What follows belongs to an exercise in optimizing a design on an open flow for a short achievable clock period and few clock cycles; a production flow would make more cautious choices. Function was checked by simulation only, so behaviour that the tests miss may differ from the original. No driver is modelled on the clock port, so clocking that relies on it looks cheaper here than on a real chip. Power and IR drop assume default switching activity.

--- flow/design.v ---
module SCPU (
    input        clk,       
    input        reset,     
    input [31:0] inst_in,   
    input [31:0] Data_in,   
    output        mem_w,      
    output [31:0] PC_out,     
    output [31:0] Addr_out,   
    output [31:0] Data_out,   
    input [4:0] reg_sel,   
    output [31:0] reg_data,   
    output [2:0] DMType_out,
    output MemRead_out
);
  reg        v;       
  reg [11:0] pc0;     
  reg [11:0] pc0n;    
  reg [11:0] ppc;     
  reg        pv;      
  reg [31:0] ir0;
  reg lui0, auipc0, jal0, jalr0, br0, ld0, st0, op0, wr0, sub0, sra0;
  reg [2:0] dm0;
  reg [31:0] imma0, immm0, immc0, immu0;
  reg [31:0] o0a, o0b;   
  reg [31:0] ir1;
  reg lui1, auipc1, jal1, jalr1, br1, ld1, st1, op1, wr1, sub1, sra1;
  reg [2:0] dm1;
  reg [31:0] imma1, immm1, immu1;
  reg [31:0] o1a, o1b;   
  reg [11:0] s1;      
  reg [11:0] s1n;     
  reg        j1;      
  reg [11:0] t1;      
  reg        pok;     
  reg        fa, fb;  
  reg        bp1;     
  wire [11:0] pc4 = pc0n;
  wire [11:0] pc2 = s1n;
  wire [31:0] link0 = {17'd0, pc0n == 12'd0, pc0n, 2'b00};   
  wire [31:0] link1 = {17'd0, s1n == 12'd0, s1n, 2'b00};
  wire [11:0] npc;
  wire [31:0] alu0;
  alu U_alu0 (.A(o0a), .B(o0b), .f3(ir0[14:12]), .sub(sub0), .sra(sra0), .C(alu0));
  wire c0;
  NPC U_br0 (.a(o0a), .b(o0b), .f3(ir0[14:12]), .cond(c0));
  wire taken0 = br0 & c0;
  wire [31:0] res0 = lui0 ? immu0 :
                     auipc0 ? {18'd0, pc0, 2'b00} + immu0 :
                     (jal0 | jalr0) ? link0 :
                     ld0 ? Data_in : alu0;
  wire we0 = v & wr0;
  wire ex1 = v & pok & (j1 ? (jal0 | taken0) : ~(jal0 | taken0));
  wire [31:0] a1 = fa ? res0 : o1a;
  wire [31:0] b1 = fb ? res0 : o1b;
  wire [31:0] alu1;
  alu U_alu1 (.A(a1), .B(b1), .f3(ir1[14:12]), .sub(sub1), .sra(sra1), .C(alu1));
  wire c1;
  NPC U_br1 (.a(o1a), .b(o1b), .f3(ir1[14:12]), .cond(c1));
  wire c1f;   
  NPC U_br1f (.a(a1), .b(b1), .f3(ir1[14:12]), .cond(c1f));
  reg  [1:0] bpc[0:15];
  reg [15:0] bpv;   
  wire [3:0] bpi = s1[3:0];
  wire [1:0] bps = bpv[bpi] ? bpc[bpi] : {ir1[31], 1'b0};
  wire pred1 = bps[1];
  wire taken1 = br1 & (bp1 ? pred1 : c1);
  wire mis = ex1 & bp1 & (c1f != pred1);
  wire bpu = ex1 & bp1;   
  wire [1:0] bpn = c1f ? ((bps == 2'b11) ? 2'b11 : (bps == 2'b10) ? 2'b11 : (bps == 2'b01) ? 2'b10 : 2'b01) :
                         ((bps == 2'b00) ? 2'b00 : (bps == 2'b01) ? 2'b00 : (bps == 2'b10) ? 2'b01 : 2'b10);
  always @(posedge clk, posedge reset)
    if (reset) bpv <= 16'd0;
    else if (bpu) bpv[bpi] <= 1'b1;
  always @(posedge clk)
    if (bpu) bpc[bpi] <= bpn;
  wire [31:0] res1 = lui1 ? immu1 :
                     auipc1 ? {18'd0, s1, 2'b00} + immu1 :
                     (jal1 | jalr1) ? link1 :
                     ld1 ? Data_in : alu1;
  wire we1 = ex1 & wr1;
  wire [11:0] tgt0 = pc0 + immc0[13:2];
  wire [11:0] tgt1 = t1;
  wire [13:0] jt0s = o0a[13:0] + imma0[13:0];
  wire [13:0] jt1s = o1a[13:0] + imma1[13:0];
  wire [11:0] jt0 = jt0s[13:2];
  wire [11:0] jt1 = jt1s[13:2];
  wire [11:0] npc0 = jalr0 ? jt0 : (jal0 | taken0) ? tgt0 : pc4;
  wire [11:0] npc1 = jalr1 ? jt1 : (jal1 | taken1) ? tgt1 : pc2;
  assign npc = ~v ? pc0 : ex1 ? npc1 : npc0;
  assign PC_out = {18'd0, npc, 2'b00};
  wire mem0 = ld0 | st0;
  assign Addr_out = mem0 ? o0a + immm0 : o1a + immm1;
  assign Data_out = mem0 ? o0b : o1b;
  assign mem_w = v & (st0 | (st1 & ex1));
  assign MemRead_out = v & (ld0 | (ld1 & ex1));
  assign DMType_out = mem0 ? dm0 : dm1;
  wire n_lui0, n_auipc0, n_jal0, n_jalr0, n_br0, n_ld0, n_st0, n_op0, n_u10, n_u20, n_wr0;
  wire n_sub0, n_sra0;
  wire [2:0] n_dm0;
  wire [31:0] n_imma0, n_immm0, n_immc0, n_immu0;
  ctrl U_ctrl0 (
      .ir(inst_in), .is_lui(n_lui0), .is_auipc(n_auipc0), .is_jal(n_jal0), .is_jalr(n_jalr0),
      .is_br(n_br0), .is_ld(n_ld0), .is_st(n_st0), .is_op(n_op0), .use1(n_u10), .use2(n_u20),
      .wr(n_wr0), .sub(n_sub0), .sra(n_sra0), .dmtype(n_dm0),
      .imm_a(n_imma0), .imm_m(n_immm0), .imm_c(n_immc0), .imm_u(n_immu0)
  );
  wire [31:0] nword;
  wire [11:0] nspc, ntgt;
  wire        njmp;
  wire        hit;
  PC U_IS (
      .clk(clk), .rst(reset),
      .we(v & pv), .wpc(ppc), .spc(pc0), .wdat(ir0),
      .rpc(npc), .rdat(nword), .rspc(nspc),
      .rjmp(njmp), .rtgt(ntgt), .hit(hit)
  );
  wire n_lui1, n_auipc1, n_jal1, n_jalr1, n_br1, n_ld1, n_st1, n_op1, n_u11, n_u21, n_wr1;
  wire n_sub1, n_sra1;
  wire [2:0] n_dm1;
  wire [31:0] n_imma1, n_immm1, n_immc1, n_immu1;
  ctrl U_ctrl1 (
      .ir(nword), .is_lui(n_lui1), .is_auipc(n_auipc1), .is_jal(n_jal1), .is_jalr(n_jalr1),
      .is_br(n_br1), .is_ld(n_ld1), .is_st(n_st1), .is_op(n_op1), .use1(n_u11), .use2(n_u21),
      .wr(n_wr1), .sub(n_sub1), .sra(n_sra1), .dmtype(n_dm1),
      .imm_a(n_imma1), .imm_m(n_immm1), .imm_c(n_immc1), .imm_u(n_immu1)
  );
  wire n_fa = n_wr0 & n_u11 & (inst_in[11:7] == nword[19:15]);
  wire n_fb = n_wr0 & n_u21 & (inst_in[11:7] == nword[24:20]);
  wire n_dep = n_fa | n_fb;
  wire n_mem0 = n_ld0 | n_st0;
  wire n_mem1 = n_ld1 | n_st1;
  wire n_pok = hit & ~n_jalr0 & ~(n_mem0 & n_mem1) & ~(n_dep & (n_mem1 | n_jalr1));
  wire [31:0] r0a, r0b, r1a, r1b;
  RF U_RF (
      .clk(clk), .rst(reset),
      .we0(we0), .wa0(ir0[11:7]), .wd0(res0),
      .we1(we1), .wa1(ir1[11:7]), .wd1(res1),
      .ra0(inst_in[19:15]), .ra1(inst_in[24:20]), .ra2(nword[19:15]), .ra3(nword[24:20]),
      .rd0(r0a), .rd1(r0b), .rd2(r1a), .rd3(r1b),
      .reg_sel(reg_sel), .reg_data(reg_data)
  );
  wire [31:0] n0a, n0b, n1a, n1b;
  Forward_unit U_F0a (.ra(inst_in[19:15]), .rfv(r0a), .we0(we0), .wa0(ir0[11:7]), .wd0(res0),
                      .we1(we1), .wa1(ir1[11:7]), .wd1(res1), .v(n0a));
  Forward_unit U_F0b (.ra(inst_in[24:20]), .rfv(r0b), .we0(we0), .wa0(ir0[11:7]), .wd0(res0),
                      .we1(we1), .wa1(ir1[11:7]), .wd1(res1), .v(n0b));
  Forward_unit U_F1a (.ra(nword[19:15]), .rfv(r1a), .we0(we0), .wa0(ir0[11:7]), .wd0(res0),
                      .we1(we1), .wa1(ir1[11:7]), .wd1(res1), .v(n1a));
  Forward_unit U_F1b (.ra(nword[24:20]), .rfv(r1b), .we0(we0), .wa0(ir0[11:7]), .wd0(res0),
                      .we1(we1), .wa1(ir1[11:7]), .wd1(res1), .v(n1b));
  wire [11:0] pcn = mis ? (c1f ? tgt1 : pc2) : npc;   
  always @(posedge clk, posedge reset)
    if (reset) begin
      v   <= 1'b0;
      pc0 <= 12'd0;
      pc0n <= 12'd1;
      pv  <= 1'b0;
      pok <= 1'b0;
    end else begin
      v   <= ~mis;
      pc0 <= pcn;
      pc0n <= pcn + 12'd1;
      pok <= n_pok;
      if (v) pv <= 1'b1;
    end
  always @(posedge clk) begin
    if (v) ppc <= ex1 ? s1 : pc0;
    ir0 <= inst_in;
    {lui0, auipc0, jal0, jalr0, br0, ld0, st0, op0, wr0, sub0, sra0} <=
        {n_lui0, n_auipc0, n_jal0, n_jalr0, n_br0, n_ld0, n_st0, n_op0, n_wr0, n_sub0, n_sra0};
    dm0 <= n_dm0;
    imma0 <= n_imma0;
    immm0 <= n_immm0;
    immc0 <= n_immc0;
    immu0 <= n_immu0;
    o0a <= n0a;
    o0b <= n_u20 ? n0b : n_imma0;
    ir1 <= nword;
    {lui1, auipc1, jal1, jalr1, br1, ld1, st1, op1, wr1, sub1, sra1} <=
        {n_lui1, n_auipc1, n_jal1, n_jalr1, n_br1, n_ld1, n_st1, n_op1, n_wr1, n_sub1, n_sra1};
    dm1 <= n_dm1;
    imma1 <= n_imma1;
    immm1 <= n_immm1;
    immu1 <= n_immu1;
    o1a <= n1a;
    o1b <= n_u21 ? n1b : n_imma1;
    s1 <= nspc;
    s1n <= nspc + 12'd1;
    j1 <= njmp;
    t1 <= ntgt;
    fa <= n_fa;
    fb <= n_fb;
    bp1 <= n_dep & n_br1;
  end
endmodule
module ctrl (
    input  [31:0] ir,
    output        is_lui,
    output        is_auipc,
    output        is_jal,
    output        is_jalr,
    output        is_br,
    output        is_ld,
    output        is_st,
    output        is_op,     
    output        use1,      
    output        use2,      
    output        wr,        
    output        sub,       
    output        sra,       
    output [ 2:0] dmtype,    
    output [31:0] imm_a,     
    output [31:0] imm_m,     
    output [31:0] imm_c,     
    output [31:0] imm_u      
);
  wire [4:0] op = ir[6:2];
  wire [2:0] f3 = ir[14:12];
  assign is_lui   = (op == 5'b01101);
  assign is_auipc = (op == 5'b00101);
  assign is_jal   = (op == 5'b11011);
  assign is_jalr  = (op == 5'b11001);
  assign is_br    = (op == 5'b11000);
  assign is_ld    = (op == 5'b00000);
  assign is_st    = (op == 5'b01000);
  assign is_op    = (op == 5'b01100);
  wire   is_opi   = (op == 5'b00100);
  assign use1 = is_op | is_opi | is_ld | is_st | is_br | is_jalr;
  assign use2 = is_op | is_st | is_br;
  assign wr = ~is_br & ~is_st & (ir[11:7] != 5'd0);
  assign sub = is_op & ir[30];
  assign sra = ir[30];
  assign dmtype = f3[2] ? {~f3[0], f3[0], 1'b0} : f3[1] ? 3'b000 : {1'b0, ~f3[0], 1'b1};
  wire [31:0] imm_i = {{20{ir[31]}}, ir[31:20]};
  wire [31:0] imm_s = {{20{ir[31]}}, ir[31:25], ir[11:7]};
  wire [31:0] imm_b = {{19{ir[31]}}, ir[31], ir[7], ir[30:25], ir[11:8], 1'b0};
  wire [31:0] imm_j = {{11{ir[31]}}, ir[31], ir[19:12], ir[20], ir[30:21], 1'b0};
  assign imm_a = imm_i;
  assign imm_m = is_st ? imm_s : imm_i;
  assign imm_c = is_jal ? imm_j : imm_b;
  assign imm_u = {ir[31:12], 12'b0};
endmodule
module Forward_unit (
    input  [ 4:0] ra,
    input  [31:0] rfv,    
    input         we0,
    input  [ 4:0] wa0,
    input  [31:0] wd0,
    input         we1,
    input  [ 4:0] wa1,
    input  [31:0] wd1,
    output [31:0] v
);
  assign v = (we1 && wa1 == ra) ? wd1 : (we0 && wa0 == ra) ? wd0 : rfv;
endmodule
module NPC (
    input  [31:0] a,
    input  [31:0] b,
    input  [ 2:0] f3,
    output        cond
);
  wire eq  = (a == b);
  wire lt  = {~a[31], a[30:0]} < {~b[31], b[30:0]};
  wire ltu = a < b;
  reg  c;
  always @(*) begin
    case (f3[2:1])
      2'b00:   c = eq;
      2'b10:   c = lt;
      default: c = ltu;
    endcase
  end
  assign cond = c ^ f3[0];
endmodule
module PC #(
    parameter IW = 6   
) (
    input             clk,
    input             rst,
    input             we,
    input      [11:0] wpc,    
    input      [11:0] spc,    
    input      [31:0] wdat,
    input      [11:0] rpc,    
    output     [31:0] rdat,   
    output     [11:0] rspc,   
    output            rjmp,   
    output     [11:0] rtgt,   
    output            hit
);
  localparam N = 1 << IW;
  localparam TW = 12 - IW;   
  reg [N-1:0] cv;
  reg [TW-1:0] ctag[0:N-1];
  reg [11:0] cspc[0:N-1];
  reg [N-1:0] cjmp;
  reg [11:0] ctgt[0:N-1];
  reg [31:0] cdat[0:N-1];
  wire [IW-1:0] widx = wpc[IW-1:0];
  wire is_jal = (wdat[6:2] == 5'b11011);
  wire [31:0] imm_b = {{19{wdat[31]}}, wdat[31], wdat[7], wdat[30:25], wdat[11:8], 1'b0};
  wire [31:0] imm_j = {{11{wdat[31]}}, wdat[31], wdat[19:12], wdat[20], wdat[30:21], 1'b0};
  wire [31:0] imm = is_jal ? imm_j : imm_b;
  wire [11:0] tgt = spc + imm[13:2];
  always @(posedge clk, posedge rst)
    if (rst) cv <= {N{1'b0}};
    else if (we) cv[widx] <= 1'b1;
  always @(posedge clk)
    if (we) begin
      ctag[widx] <= wpc[11:IW];
      cspc[widx] <= spc;
      cjmp[widx] <= (spc != wpc + 12'd1);
      ctgt[widx] <= tgt;
      cdat[widx] <= wdat;
    end
  wire [IW-1:0] ridx = rpc[IW-1:0];
  assign rdat = cdat[ridx];
  assign rspc = cspc[ridx];
  assign rjmp = cjmp[ridx];
  assign rtgt = ctgt[ridx];
  assign hit = cv[ridx] && (ctag[ridx] == rpc[11:IW]);
endmodule
module RF (
    input         clk,
    input         rst,
    input         we0,
    input  [ 4:0] wa0,
    input  [31:0] wd0,
    input         we1,
    input  [ 4:0] wa1,
    input  [31:0] wd1,
    input  [ 4:0] ra0,
    input  [ 4:0] ra1,
    input  [ 4:0] ra2,
    input  [ 4:0] ra3,
    output [31:0] rd0,
    output [31:0] rd1,
    output [31:0] rd2,
    output [31:0] rd3,
    input  [ 4:0] reg_sel,
    output [31:0] reg_data
);
  reg  [31:0] rf[1:31];
  wire [31:0] rv[0:31];
  assign rv[0] = 32'b0;
  genvar g;
  generate
    for (g = 1; g < 32; g = g + 1) begin : gr
      always @(posedge clk, posedge rst)
        if (rst) rf[g] <= 32'b0;
        else if (we1 && wa1 == g) rf[g] <= wd1;
        else if (we0 && wa0 == g) rf[g] <= wd0;
      assign rv[g] = rf[g];
    end
  endgenerate
  assign rd0 = rv[ra0];
  assign rd1 = rv[ra1];
  assign rd2 = rv[ra2];
  assign rd3 = rv[ra3];
  assign reg_data = rv[reg_sel];
endmodule
module alu (
    input  [31:0] A,
    input  [31:0] B,
    input  [ 2:0] f3,
    input         sub,    
    input         sra,    
    output reg [31:0] C
);
  wire [31:0] sum = sub ? A - B : A + B;
  wire lt  = {~A[31], A[30:0]} < {~B[31], B[30:0]};
  wire ltu = A < B;
  wire signed [32:0] sx = {sra & A[31], A};
  wire [32:0] sr = sx >>> B[4:0];
  always @(*) begin
    case (f3)
      3'd0: C = sum;
      3'd1: C = A << B[4:0];
      3'd2: C = {31'b0, lt};
      3'd3: C = {31'b0, ltu};
      3'd4: C = A ^ B;
      3'd5: C = sr[31:0];
      3'd6: C = A | B;
      default: C = A & B;
    endcase
  end
endmodule
--- flow/flow/run.sh ---
#!/bin/bash
# Own layout flow: the standard flow (standard.sh), with the standard synthesis
# unchanged, and then a layout that works harder on timing:
#  - the port buffers are plain buffers (buf_4) that the resizer may size freely
#    (MATCH_CELL_FOOTPRINT=0 lets it swap to any equivalent cell);
#  - setup repair aims at a margin below the design's clock period, on the worst
#    endpoints (TNS_END_PERCENT), so the achieved period comes out shorter;
#  - after clock tree synthesis, flow/post_cts.tcl runs one more repair pass over all
#    endpoints that miss the margin.
# The clock period, the constraints and the clock tree are the design's.
# Each tool's output is in the ORFS logs (orfs/logs/...); make's in log_*.txt here.
set -uo pipefail
bash standard.sh synth > log_synth.txt 2>&1 || exit 1
bash standard.sh \
  MATCH_CELL_FOOTPRINT=0 \
  "BUFFER_PORTS_ARGS=-buffer_cell sky130_fd_sc_hd__buf_4" \
  SETUP_SLACK_MARGIN=8 \
  TNS_END_PERCENT=5 \
  POST_CTS_TCL=$(pwd)/flow/post_cts.tcl \
  finish > log_layout.txt 2>&1 || exit 1
--- flow/flow/post_cts.tcl ---
# Sourced by ORFS's cts.tcl after its own setup repair (POST_CTS_TCL): one more
# setup repair pass over all endpoints that miss the margin, then legalize.
log_cmd repair_timing -setup -setup_margin 7 -repair_tns 100 -max_iterations 3000 -verbose
detailed_placement
check_placement -verbose
log_cmd estimate_parasitics -placement
report_worst_slack -max
--- flow/standard.sh ---
#!/bin/bash
# synth_recipe.tcl (not shown) runs the flow's synth.tcl, then flattens the netlist and writes it again
# the make line also repeats each setting of config.mk as NAME=value (left out here)
make -C /OpenROAD-flow-scripts/flow DESIGN_CONFIG=/design/flow/config.mk WORK_HOME=/design/flow/orfs CLKGATE_MAP_FILE= SYNTH_SCRIPT=/design/flow/synth_recipe.tcl "${@:-finish}"
--- flow/config.mk ---
export PLATFORM = sky130hd
export DESIGN_NAME = SCPU
export DESIGN_NICKNAME = SCPU
export VERILOG_FILES = /design/flow/design.v
export SDC_FILE = /design/flow/constraint.sdc
export NUM_CORES = 8
export LEC_CHECK = 0
export CAP_MARGIN = 20
export CORE_MARGIN = 2
export CORE_UTILIZATION = 40
export PLACE_DENSITY = 0.6
export SLEW_MARGIN = 20
--- flow/constraint.sdc ---
create_clock -name core_clock -period 15.0 [get_ports {clk}]
set_input_delay 3.0000 -clock core_clock [delete_from_list [all_inputs] [get_ports {clk}]]
set_output_delay 3.0000 -clock core_clock [all_outputs]
set_load 0.01 [all_outputs]
==> run summary <==
* Post-synthesis sequential element count at 5310
* Synth Instances at ~21k
* Remaining global-route overflow at 1
* Async set or reset register ratio after synthesis at 20.7%
* Seq/Total Area, Yosys at between 50% and 60%
* Input/output buffers at about 180
* Result of the run: aborted with a tool error
* Post-Synthesis Mean Instance Area at 12.6 um^2
* Estimated wirelength of the detail-placed design at ~920 mm
* Chip height at 819 um
* Initial cell density of the core at about two fifths
* Synth Warn # at 6
* CTS Sinks at between 5k and 6k
* Pin count of the biggest net entering global routing at 134
* Global-route total usage across every layer at 49.5%
* Die Span X at 819 um
* Most used flip-flop cell after synthesis: sky130_fd_sc_hd__edfxtp_1
* I/O pin count at about 200
* Final weighted congestion in routability-driven placement at 1.13
* Mapped Area at 0.266 mm^2
* Tool error message: [ERROR GRT-0232] Routing congestion too high. Check the congestion heatmap in the GUI.
* Placement row count at 299
* Library cells used by synthesis at between 100 and 150
* Number of enable flip-flop cells after synthesis at 3948
* Halt point of the flow: global routing (5_1_grt)
## power by group through the flow
stage          Sequential [mW]  Combinational, mW  Clock [mW]
3_3_place_gp              22.9               38.3           0
3_5_place_dp              22.9               38.5           0
2_1_floorplan             21.4               20.2           0
## through the flow
stage	instances	setup slack [ns]	utilization, %	area, um^2
after floorplan	21100	-3.16	-	266000
after global placement	29300	2.82	42.5	281000
after detailed placement	29300	2.70	42.5	281000
## worst max-delay path by stage
stage,startpoint,endpoint,slack [ns],cells past startpoint
3_3_place_gp,o0b[3],o1a[9],2.82,28
2_1_floorplan,reset,U_IS.cv[0],-3.16,1
3_5_place_dp,o0b[3],o1a[9],2.70,28
## routing by layer
layer | global-route usage (%) | overflow
met1 | 56.4 | 1
met2 | 61.2 | 0
met3 | 33.2 | 0
met4 | 40.7 | 0
met5 | 20.1 | 0
## cell usage after synthesis, drive strengths merged, types with 506 or more instances
cell type	number	area (um^2)
a221oi	657	5750
a22oi	1012	7600
dfrtp	1098	27500
a211oi	660	4960
nand3	506	2540
clkbuf	1253	4700
buf	601	3390
o21ai	1147	5740
mux2i	537	5380
nor2	1348	5070
a21oi	1039	5200
edfxtp	3948	119000
nand2	1618	6080
mux4	1078	24300
a22o	660	5780
## cells by family after synthesis
logic type | after synthesis | synth area share [%]
muxes | 1733 | 11.7
adders and majority gates | 358 | 1.71
DFF | 5310 | 56.9
and+or+nand+nor | 4587 | 7.81
other | 1 | 0.00141
AOI/OAI and AO/OA | 6667 | 17.7
xor gates and xnor gates | 216 | 0.711
buffers and inverters | 2199 | 3.53
Testbench counts, summed over its fixed seeds: cycles 29,069.
